From an optimization exercise on the open Yosys and OpenROAD flow, aimed at small area; shortcuts taken in it are not production practice. The RTL was checked by simulation tests, not by an equivalence proof against the original design. No activity file was given, so power comes from the tool's default toggle rates.

[flow/config.mk]
export PLATFORM = sky130hd
export DESIGN_NAME = pg_top
export DESIGN_NICKNAME = pg_top
export VERILOG_FILES = /design/flow/design.v
export SDC_FILE = /design/flow/constraint.sdc
export NUM_CORES = 4
export LEC_CHECK = 0
export CAP_MARGIN = 20
export CORE_MARGIN = 2
export CORE_UTILIZATION = 60
export SLEW_MARGIN = 20
[flow/constraint.sdc]
create_clock -name core_clock -period 10.0 [get_ports {clk}]
set_input_delay 2.0000 -clock core_clock [delete_from_list [all_inputs] [get_ports {clk}]]
set_output_delay 2.0000 -clock core_clock [all_outputs]
set_load 0.01 [all_outputs]
[flow/design.v]
module pg_top
(
    input   wire            clk,
    input   wire            res_n,
    input   wire            btn_b_n,
    input   wire            uart_rx,
    output  wire            uart_tx,
    output  wire    [2:0]   led_rgb_n,
    output  wire            pout0,
    output  wire            pout1,
    output  wire            pout2,
    output  wire            pout3
);
    reg r_ff1, r_ff2;
    always @(posedge clk or negedge res_n) begin
        if (~res_n) begin
            r_ff1 <= 1'b0;
            r_ff2 <= 1'b0;
        end else begin
            r_ff1 <= 1'b1;
            r_ff2 <= r_ff1;
        end
    end
    wire rst_n = r_ff2;
    reg  [22:0] led_lfsr;
    reg         led;
    wire        led_top = (led_lfsr == 23'h209829);    
    always @(posedge clk) begin
        if (~rst_n | led_top)
            led_lfsr <= 23'd0;
        else
            led_lfsr <= {led_lfsr[21:0], ~(led_lfsr[22] ^ led_lfsr[17])};
    end
    always @(posedge clk or negedge rst_n) begin
        if (~rst_n)
            led <= 1'b0;
        else if (led_top)
            led <= ~led;
    end
    assign led_rgb_n = {1'b1, led, 1'b1};
    reg  [15:0] reg_q [0:8];
    wire        wr_en;           
    wire [8:0]  sel;             
    reg  [3:0]  cmd_idx;         
    reg  [7:0]  cmd_data;        
    wire [15:0] wr_data = rst_n ? {cmd_data, rx_d} : 16'd0;
    genvar gi;
    generate
        for (gi = 0; gi < 9; gi = gi + 1) begin : g_reg
            always @(posedge clk) begin
                if (~rst_n | (wr_en & sel[gi]))
                    reg_q[gi] <= wr_data;
            end
        end
    endgenerate
    reg  [23:0] cnt;
    wire        cnt_hz = (cnt[23:16] == 8'd0);
    wire        cnt_top = cnt_hz & (cnt[15:0] == reg_q[0]);
    always @(posedge clk) begin
        if (~rst_n | cnt_top)
            cnt <= 24'd0;
        else
            cnt <= cnt + 24'd1;
    end
    reg [3:0] pout;
    generate
        for (gi = 0; gi < 4; gi = gi + 1) begin : g_pout
            always @(posedge clk or negedge rst_n) begin
                if (~rst_n)
                    pout[gi] <= 1'b0;
                else if (cnt_hz & (cnt[15:0] == reg_q[2*gi+1]))
                    pout[gi] <= 1'b1;
                else if (cnt_hz & (cnt[15:0] == reg_q[2*gi+2]))
                    pout[gi] <= 1'b0;
            end
        end
    endgenerate
    assign pout0 = pout[0];
    assign pout1 = pout[1];
    assign pout2 = pout[2];
    assign pout3 = pout[3];
    reg  [2:0]  mosi_ff;
    always @(posedge clk or negedge rst_n) begin
        if (~rst_n)
            mosi_ff <= 3'b111;
        else
            mosi_ff <= {mosi_ff[1:0], uart_rx};
    end
    reg         rx_busy;
    reg  [9:0]  rx_div;          
    reg  [3:0]  rx_bit;          
    reg  [7:0]  rx_d;            
    reg         rx_s0;           
    wire        rx_start = mosi_ff[2] & ~mosi_ff[1] & ~rx_busy;
    wire        rx_zero  = (rx_div == 10'd1000);
    wire        rx_smp   = rx_busy & rx_zero;
    wire        rx_fin   = rx_smp & ~rx_bit[3] & ~rx_bit[0];
    wire        rx_byte  = rx_fin & ~rx_s0 & mosi_ff[2];
    wire [7:0]  rx_data  = rx_d;
    reg  [3:0]  byte_cnt;
    wire        rx_dsmp  = rx_smp & rx_bit[3] & (byte_cnt != 4'd5);
    always @(posedge clk or negedge rst_n) begin
        if (~rst_n)
            rx_busy <= 1'b0;
        else if (rx_start)
            rx_busy <= 1'b1;
        else if (rx_fin)
            rx_busy <= 1'b0;
    end
    always @(posedge clk) begin
        if (rx_start)
            rx_div <= 10'd496;
        else if (rx_zero)
            rx_div <= 10'd368;
        else
            rx_div <= {rx_div[8:0], ~(rx_div[9] ^ rx_div[6])};
    end
    always @(posedge clk) begin
        if (rx_start)
            rx_bit <= 4'd7;
        else if (rx_smp)
            rx_bit <= rx_bit + 4'd1;
    end
    always @(posedge clk) begin
        if (rx_smp & ~rx_bit[3] & rx_bit[0])
            rx_s0 <= mosi_ff[2];
    end
    always @(posedge clk) begin
        if (rx_dsmp)
            rx_d <= {mosi_ff[2], rx_d[7:1]};
    end
    reg         cmd_rd, cmd_wr;
    wire        pipe = byte_cnt[3] | (byte_cnt[2] & byte_cnt[1]);
    always @(posedge clk) begin
        if (~rst_n | (byte_cnt == 4'd12))
            byte_cnt <= 4'd0;
        else if (rx_byte | pipe)
            byte_cnt <= byte_cnt + 4'd1;
    end
    always @(posedge clk) begin
        if (rx_byte) begin
            case (byte_cnt)
                4'd0: begin
                    cmd_rd <= (rx_data == 8'h00);
                    cmd_wr <= (rx_data == 8'h01);
                end
                4'd1: cmd_idx <= (rx_data == 8'h00) ? 4'd0 : 4'd15;
                4'd2: cmd_idx <= ((cmd_idx == 4'd15) | (rx_data[7:5] != 3'd0) | rx_data[0])
                                 ? 4'd15 : rx_data[4:1];
                4'd3: cmd_data <= rx_data;
                default: ;
            endcase
        end
    end
    assign wr_en = (byte_cnt == 4'd9) & cmd_wr;
    generate
        for (gi = 0; gi < 9; gi = gi + 1) begin : g_sel
            assign sel[gi] = (cmd_idx == gi);
        end
    endgenerate
    reg  [15:0] resp;
    reg         txempty;
    wire        resp_ld = (byte_cnt == 4'd9) & cmd_rd;
    reg  [15:0] rd_data;
    integer ri;
    always @(*) begin
        rd_data = 16'd0;
        for (ri = 0; ri < 9; ri = ri + 1)
            rd_data = rd_data | ({16{sel[ri] & rst_n}} & reg_q[ri]);
    end
    always @(posedge clk) begin
        if (~rst_n | resp_ld)
            resp <= rd_data;
    end
    wire        tx_req = (byte_cnt == 4'd12) & (cmd_rd | cmd_wr);
    reg  [2:0]  wbc;
    reg         tx_busy;
    reg         tx_en;
    always @(posedge clk or negedge rst_n) begin
        if (~rst_n) begin
            wbc     <= 3'd0;
            tx_busy <= 1'b0;
            tx_en   <= 1'b0;
        end else if (tx_req) begin
            tx_busy <= 1'b1;
        end else if (tx_busy & txempty) begin
            tx_en <= 1'b1;
        end else if (tx_en) begin
            tx_en <= 1'b0;
            if (wbc == 3'd5) begin
                wbc     <= 3'd0;
                tx_busy <= 1'b0;
            end else begin
                wbc <= wbc + 3'd1;
            end
        end
    end
    reg  [9:0]  tx_div;          
    reg  [3:0]  tx_bit;
    reg         miso;
    wire        tx_start = txempty & tx_en;
    wire        tx_term  = (tx_div == 10'd99);
    wire        tx_stop  = ~tx_bit[3] & ~tx_bit[0];
    wire        tx_done  = ~tx_bit[3] & tx_bit[0] & ~tx_bit[1];
    wire        tx_shift = ~txempty & tx_term & ~tx_done;
    wire [7:0]  tx_rbyte = (wbc == 3'd2) ? resp[15:8] : resp[7:0];
    wire        tx_dbit  = (wbc == 3'd1) |
                           (((wbc == 3'd2) | (wbc == 3'd3)) & tx_rbyte[tx_bit[2:0]]);
    wire        tx_nbit  = tx_bit[3] ? tx_dbit : ~tx_bit[0];
    always @(posedge clk) begin
        if (tx_start)
            tx_div <= 10'd99;
        else if (tx_term)
            tx_div <= tx_stop ? 10'd1 : 10'd0;
        else
            tx_div <= {tx_div[8:0], ~(tx_div[9] ^ tx_div[6])};
    end
    always @(posedge clk) begin
        if (tx_start)
            tx_bit <= 4'd7;
        else if (tx_shift)
            tx_bit <= tx_bit + 4'd1;
    end
    always @(posedge clk or negedge rst_n) begin
        if (~rst_n)
            txempty <= 1'b1;
        else if (tx_start)
            txempty <= 1'b0;
        else if (tx_term & tx_done)
            txempty <= 1'b1;
    end
    always @(posedge clk or negedge rst_n) begin
        if (~rst_n)
            miso <= 1'b1;
        else if (tx_shift)
            miso <= tx_nbit;
    end
    assign uart_tx = miso;
endmodule
[flow/flow/run.sh]
#!/bin/bash
# Standard layout (the standard.sh: standard synthesis, floorplan, placement,
# CTS, routing) with two settings changed:
#  - clock tree: 8x clock buffers, clusters of at most 15 sinks within 100 um,
#    no dummy balancing loads
#  - port buffers: every input and output port still gets a buffer, of the
#    library's smallest buffer cell
set -euo pipefail
export CTS_ARGS="-sink_clustering_enable -repair_clock_nets -buf_list sky130_fd_sc_hd__clkbuf_8 -sink_clustering_size 15 -sink_clustering_max_diameter 100 -dont_use_dummy_load"
export BUFFER_PORTS_ARGS="-buffer_cell sky130_fd_sc_hd__buf_1"
bash standard.sh finish > standard.log 2>&1
[flow/standard.sh]
#!/bin/bash
# synth_recipe.tcl (not shown) runs the flow's synth.tcl, then flattens the netlist and writes it again
# the make line also repeats each setting of config.mk as NAME=value (left out here)
make -C /OpenROAD-flow-scripts/flow DESIGN_CONFIG=/design/flow/config.mk WORK_HOME=/design/flow/orfs CLKGATE_MAP_FILE= SYNTH_SCRIPT=/design/flow/synth_recipe.tcl "${@:-finish}"
==> run notes, run 1 <==
top cell type's share of synthesized area 45.4%; Startpoint Class register; drt wl/cell 25.7 µm; area leader, netlist edfxtp_1; CP bufs+invs 1; Logic pwr share 6.3%; CTS tree done; arrival time worst endpoint 1.21 ns; post-synthesis area per instance 12.9 µm²; ratio of cells with drive above 1 in the final layout 6.98%; sequential area share after synthesis 62.2%; Slowest cell on crit path dfstp_2; CP Max Fanout 2; CP Class reg -> out; sw power 0.000466 W; relative slew slack 18.6%; initial antenna violation count 0; required time of the critical path 8.00 ns; vias per cell 6.52; # clock sinks 280; placer's final routability congestion estimate 0.973; Final Setup Violations 0; mux share of post-synthesis cell area 0.610%; measured slew at the worst slew-check pin 1.22 ns; EDFF count, synth 183; Routed Antenna Nets 0; vias in the first global route 7653; Sw Ratio 23.3%; largest family of logic cells by synthesized area simple AND/OR/NAND/NOR gates; simple-gate share of the synthesized area 13.5%; CTS Root Cell clkbuf_8; width of the die 146 µm; setup TNS 0 ns; GRT Overall Usage 28.7%; post-synthesis adder-cell area fraction 0.827%; first-pass GRT wire length 46.1 mm; Fin Clk Skew 0.0413 ns; pwr dens 158 mW/mm²; GRT Residual Overflow 0; DR vias 7800; Reg power frac 66.7%; Post-Route WL 30.7 mm; port bufs 8; final setup margin 6.79 ns; Post-Syn Area 0.0121 mm²; Hold Crit Class reg -> async; ys async rst share 6.43%; R2R depth 5; full die area 0.0213 mm²; clock share of power 27.1%; clk buf depth 3; DRT iter0 DRCs 1165; Crit. End Element output port; distinct cell type count after synthesis 67; RSZ-0062 raised after global routing false; Post-route DRC 0; Core ar. 0.0197 mm²; post-placement setup slack 7.04 ns; Clk Latency, worst-skew pair 0.56 ns; fmax 311 MHz; diodes inserted 0; Compound-Gate Fraction of Synth Area 7.84%; Initial DRT Pass Iterations 6; buffers inserted by post-CTS timing repair 0; xor/xnor share of the synthesized area 12.7%; final hold vios 0; H-Tree Depth 1; Max rail drop VDD 125 µV; CTS clk-pin slew, worst paths 0.09 ns; CP max stage delay 0.53 ns; FF+latch count, synth 280; die height 146 µm; CP cell instances buf_1; post-CTS sizing 0; largest net degree at the start of global routing 55; max-cap viol count 0; Lkg Pwr 4.76 nW; dpl hpwl 20.9 mm; delay-heaviest family, CP flip-flops; # IOs 12; total CTS buffers 22; status timing/DRC/antenna clean; Top FF cell, synth edfxtp_1; CTS Hold Buffers Added 0; synth top area cells edfxtp_1 (45%), dfxtp_1 (13%), xor2_1 (9.4%); period utilization 32.1%; Yosys warning count 2; CP Depth 1; final-report max-slew violation count 0; Area Growth Syn to Fin 4.84%; FP Rows 51; initial core utilization 61.6%; Final #Nets 945; Pint 0.00154 W; synthesized netlist cell count 935; min cycle time layout 3.21 ns
==> synth_stat cells, types with 16 or more instances <==
master,count
a222oi_1,16
nand4_1,20
a221oi_1,16
a22oi_1,18
and2_1,47
nor4_1,30
xnor2_1,46
edfxtp_1,183
nand3_1,40
clkbuf_1,19
xor2_1,130
nor2_1,48
nand2_1,32
dfxtp_1,79
==> state kept, by name, indices dropped and copies added, names as in the netlist, 8 cells and up <==
| name | flops |
|---|---|
| reg_q | 144 |
| cnt | 24 |
| led_lfsr | 23 |
| resp | 16 |
| rx_div | 10 |
| tx_div | 10 |
| cmd_data | 8 |
| rx_d | 8 |
==> power by group through the flow <==
stage	Combinational, W	Clock [W]	Sequential, W
2_1_floorplan	0.0000878	0	0.00134
3_3_place_gp	0.000121	0	0.00135
6_report	0.000126	0.000542	0.00133
4_1_cts	0.000125	0.000553	0.00133
5_1_grt	0.000136	0.000596	0.00134
3_5_place_dp	0.000124	0	0.00136
==> final cells by class <==
| cell class | count | area (µm²) |
|---|---|---|
| flip-flops and latches | 280 | 7530 |
| clock buffers | 22 | 303 |
| well taps | 265 | 332 |
| fillers | 1543 | 6960 |
| inverters | 13 | 48.8 |
| multi-input cells | 596 | 4350 |
| repair buffers | 20 | 120 |
==> layer usage <==
layer	wire (µm)	part of all wire [%]	global-route usage, %	vias to the layer above
li1	-	-	-	3432
met1	12400	40	40.9	3848
met2	14300	46	45.0	432
met3	2850	9.3	4.44	88
met4	1220	4.0	10.9	0
met5	0	0	0	-
==> cells by family after synthesis <==
group / Yosys count
simple gates: 284
flops: 280
xor+xnor: 176
compound gates: 119
buf+inv: 61
fa+ha+maj: 8
mux: 6
other cells: 1
==> cells in the final DEF (no fill, tap or decap), types with 15 or more instances in the layout <==
cell type | netlist | layout
edfxtp_1 | 183 | 183
xor2_1 | 130 | 130
dfxtp_1 | 79 | 79
and2_1 | 47 | 47
xnor2_1 | 46 | 46
nor2_1 | 48 | 43
nand3_1 | 40 | 40
nand2_1 | 32 | 32
nor4_1 | 30 | 30
clkbuf_8 | 0 | 22
nand4_1 | 20 | 20
a22oi_1 | 18 | 18
a222oi_1 | 16 | 16
a221oi_1 | 16 | 16
a22o_1 | 15 | 15
==> through the flow <==
step	hold slack [ns]	cells	power, W	utilization (%)	instance area (µm²)
2_1_floorplan	0.208	937	0.00143	-	12100
3_3_place_gp	0.339	1174	0.00148	63.0	12400
3_5_place_dp	0.345	1174	0.00148	63.0	12400
4_1_cts	0.364	1196	0.00201	64.6	12700
5_1_grt	0.367	1196	0.00207	64.6	12700
6_report	0.359	1196	0.00200	64.6	12700
==> final timing paths <==
check	startpoint	end	slack [ns]
max	miso	uart_tx	6.79
min	r_ff2	tx_busy	0.36
max reg2reg	r_ff2	resp[11]	6.87
min reg2reg	r_ff2	tx_busy	0.36
max in group asynchronous	res_n	r_ff2	8.66
min in group core_clock	r_ff1	r_ff2	0.36
==> inputs of run 2 (changes only) <==
==> flow/flow/run.sh (replaced) <==
#!/bin/bash
# Standard layout (the standard.sh: standard synthesis, floorplan, placement,
# CTS, routing) with two settings changed:
#  - clock tree: 8x clock buffers, clusters of at most 18 sinks within 100 um,
#    no dummy balancing loads
#  - port buffers: every input and output port still gets a buffer, of the
#    library's smallest buffer cell
set -euo pipefail
export CTS_ARGS="-sink_clustering_enable -repair_clock_nets -buf_list sky130_fd_sc_hd__clkbuf_8 -sink_clustering_size 18 -sink_clustering_max_diameter 100 -dont_use_dummy_load"
export BUFFER_PORTS_ARGS="-buffer_cell sky130_fd_sc_hd__buf_1"
bash standard.sh finish > standard.log 2>&1
==> run 2 against run 1 <==
Critical path depth unchanged; register-to-register slack improved by 0.03 ns; non-clock buffer count unchanged; clock-buffer cell count decreased by 3; via count decreased by 0.22%; largest cell class unchanged; highest routed layer unchanged.
==> run notes, run 2 <==
status timing/DRC/antenna clean; distinct cell type count after synthesis 67; min cycle time layout 3.24 ns; CTS clk-pin slew, worst paths 0.11 ns; CP max stage delay 0.54 ns; Post-Route WL 30.5 mm; vias per cell 6.52; CTS Hold Buffers Added 0; Max rail drop VDD 150 µV; Filler Cell Count 1543; reg2reg start r_ff2; DRT iter0 DRCs 1145; top cell type's share of synthesized area 45.4%; # clock sinks 280; mux share of post-synthesis cell area 0.610%; drt wl/cell 25.6 µm; R2R depth 5; Startpoint Class register; ratio of cells with drive above 1 in the final layout 6.68%; Post-Syn Area 0.0121 mm²; Hold Crit Class reg -> async; fmax 309 MHz; synth top area cells edfxtp_1 (45%), dfxtp_1 (13%), xor2_1 (9.4%); post-synthesis adder-cell area fraction 0.827%; ys async rst share 6.43%; CTS tree done; EDFF count, synth 183; Core ar. 0.0197 mm²; first-pass GRT wire length 45.9 mm; Largest register FFs 144; simple-gate share of the synthesized area 13.5%; port bufs 8; clk buf depth 3; synthesized netlist cell count 935; Fin Clk Skew 0.0414 ns; width of the die 146 µm; Routed Antenna Nets 0; Post-route DRC 0; Top reg by flops reg_q; GRT Overall Usage 28.5%; Slowest cell on crit path dfstp_2; measured slew at the worst slew-check pin 1.17 ns; FF+latch count, synth 280; xor/xnor share of the synthesized area 12.7%; Final #Nets 942; largest family of logic cells by synthesized area simple AND/OR/NAND/NOR gates; sequential area share after synthesis 62.2%; Critical Path Start miso; Area Growth Syn to Fin 4.50%; max-cap viol count 0; post-synthesis area per instance 12.9 µm²; post-CTS sizing 0; buffers inserted by post-CTS timing repair 0; required time of the critical path 8.00 ns; Yosys warning count 2; full die area 0.0213 mm²; Clk Latency, worst-skew pair 0.55 ns; die height 146 µm; most common cell after layout, fill and taps aside edfxtp_1; # IOs 12; Compound-Gate Fraction of Synth Area 7.84%; relative slew slack 21.6%; initial core utilization 61.6%; CP Class reg -> out; CP cell instances buf_1; GRT Residual Overflow 0; dpl hpwl 20.9 mm; RSZ-0062 raised after global routing false; setup TNS 0 ns; Top FF cell, synth edfxtp_1; final-report max-slew violation count 0; Power Total 0.00197 W; DR vias 7783; CP Max Fanout 2; H-Tree Depth 1; arrival time worst endpoint 1.24 ns; largest registers reg_q (144), cnt (24), led_lfsr (23); R2R setup slack 6.90 ns; CTS Root Cell clkbuf_8; placer's final routability congestion estimate 0.973; commonest non-fill, non-tap cells in the layout edfxtp_1 (183), xor2_1 (130), dfxtp_1 (79); Worst R2R End resp[11]; area leader, netlist edfxtp_1; largest net degree at the start of global routing 55; final hold vios 0; initial antenna violation count 0; total CTS buffers 19; period utilization 32.4%; Crit. End Element output port; pwr dens 156 mW/mm²; delay-heaviest family, CP flip-flops; FP Rows 51; CP bufs+invs 1; diodes inserted 0; top post-synthesis cells by count edfxtp_1 (183), xor2_1 (130), dfxtp_1 (79); Initial DRT Pass Iterations 6; Final Setup Violations 0; top-count cell post-synth edfxtp_1; Lkg Pwr 4.74 nW; vias in the first global route 7594
[run 2: worst max-delay path by stage]
| stage | to | slack [ns] | cells after the start |
|---|---|---|---|
| after detailed placement | resp[11] | 7.04 | 5 |
| after global placement | reg_q[1][1] | 7.11 | 6 |
| after CTS | uart_tx | 6.73 | 1 |
| final | uart_tx | 6.76 | 1 |
| after floorplan | reg_q[0][0] | 7.22 | 5 |
| after global routing | uart_tx | 6.71 | 1 |
[run 2: worst reg2reg max path: stages, from the launching register on]
cell      delay [ns]
dfrtp_2         0.36
buf_4           0.49
or3b_1          0.57
nor2_2          0.92
a222oi_1        0.34
nand3_1         0.25
[run 2: routing by layer]
layer  wire, µm  share of wire, %  global-route usage, %
met5          0                 0                      0
met4       1060               3.5                   9.51
met3       2650               8.7                   5.00
met2      14200                47                   45.1
met1      12600                41                   40.6
[run 2: final cells by class]
class	instances	area, µm²	share of cell area (%)
repair buffers	20	120	0.949
clock buffers	19	262	2.07
inverters	13	48.8	0.386
well taps	265	332	2.62
flip-flops and latches	280	7530	59.6
multi-input cells	596	4350	34.4
[run 2: metrics by stage]
stage               cell area, µm²  hold WS, ns  worst slack (ns)  utilization (%)  std cells
floorplan                    12100        0.208              7.22                -        937
global placement             12400        0.339              7.11             63.0       1174
detailed placement           12400        0.345              7.04             63.0       1174
CTS                          12600        0.366              6.73             64.3       1193
global route                 12700        0.368              6.71             64.4       1193
finish                       12700        0.359              6.76             64.4       1193
[run 2: logic make-up after synthesis]
group,count (synthesis)
other cells,1
buf+inv,61
xor+xnor,176
compound gates,119
mux,6
simple gates,284
flops,280
fa+ha+maj,8
[run 2: report_power, final]
group / total, W / internal, W / switching (W) / leakage, nW
Combinational: 0.000126 / 0.0000489 / 0.0000767 / 1.89
Sequential: 0.00133 / 0.00129 / 0.0000446 / 2.72
Clock: 0.000510 / 0.000172 / 0.000338 / 0.137

re-timing with driven ports:
The flow's constraints put no driver on any port. The routed layouts listed below were extracted and timed again, unchanged, in two steps.
Step 1: set_driving_cell puts a clkbuf_16 on clk and a buf_2 on each other input, an assumption about the parent block.
Step 2 moves the port delays by t, midway between the first and last clock arrival at a register: inputs arrive t later, outputs are due t later. That takes back most of the time a late clock gives input paths.
a / b / c = ideal ports / drivers / drivers and shift; a / b = the first two.
run | t (ns) | setup WS [ns] | hold slack, ns | latest minus earliest clock arrival (ns) | pins driven straight from the clock port
run 1 | 0.584 | 6.789 / 6.745 / 6.874 | 0.359 / 0.359 / 0.359 | 0.042 / 0.042 | 1
run 2 | 0.573 | 6.762 / 6.718 / 6.898 | 0.359 / 0.359 / 0.359 | 0.046 / 0.046 | 1
After both steps every run listed still meets setup and hold.
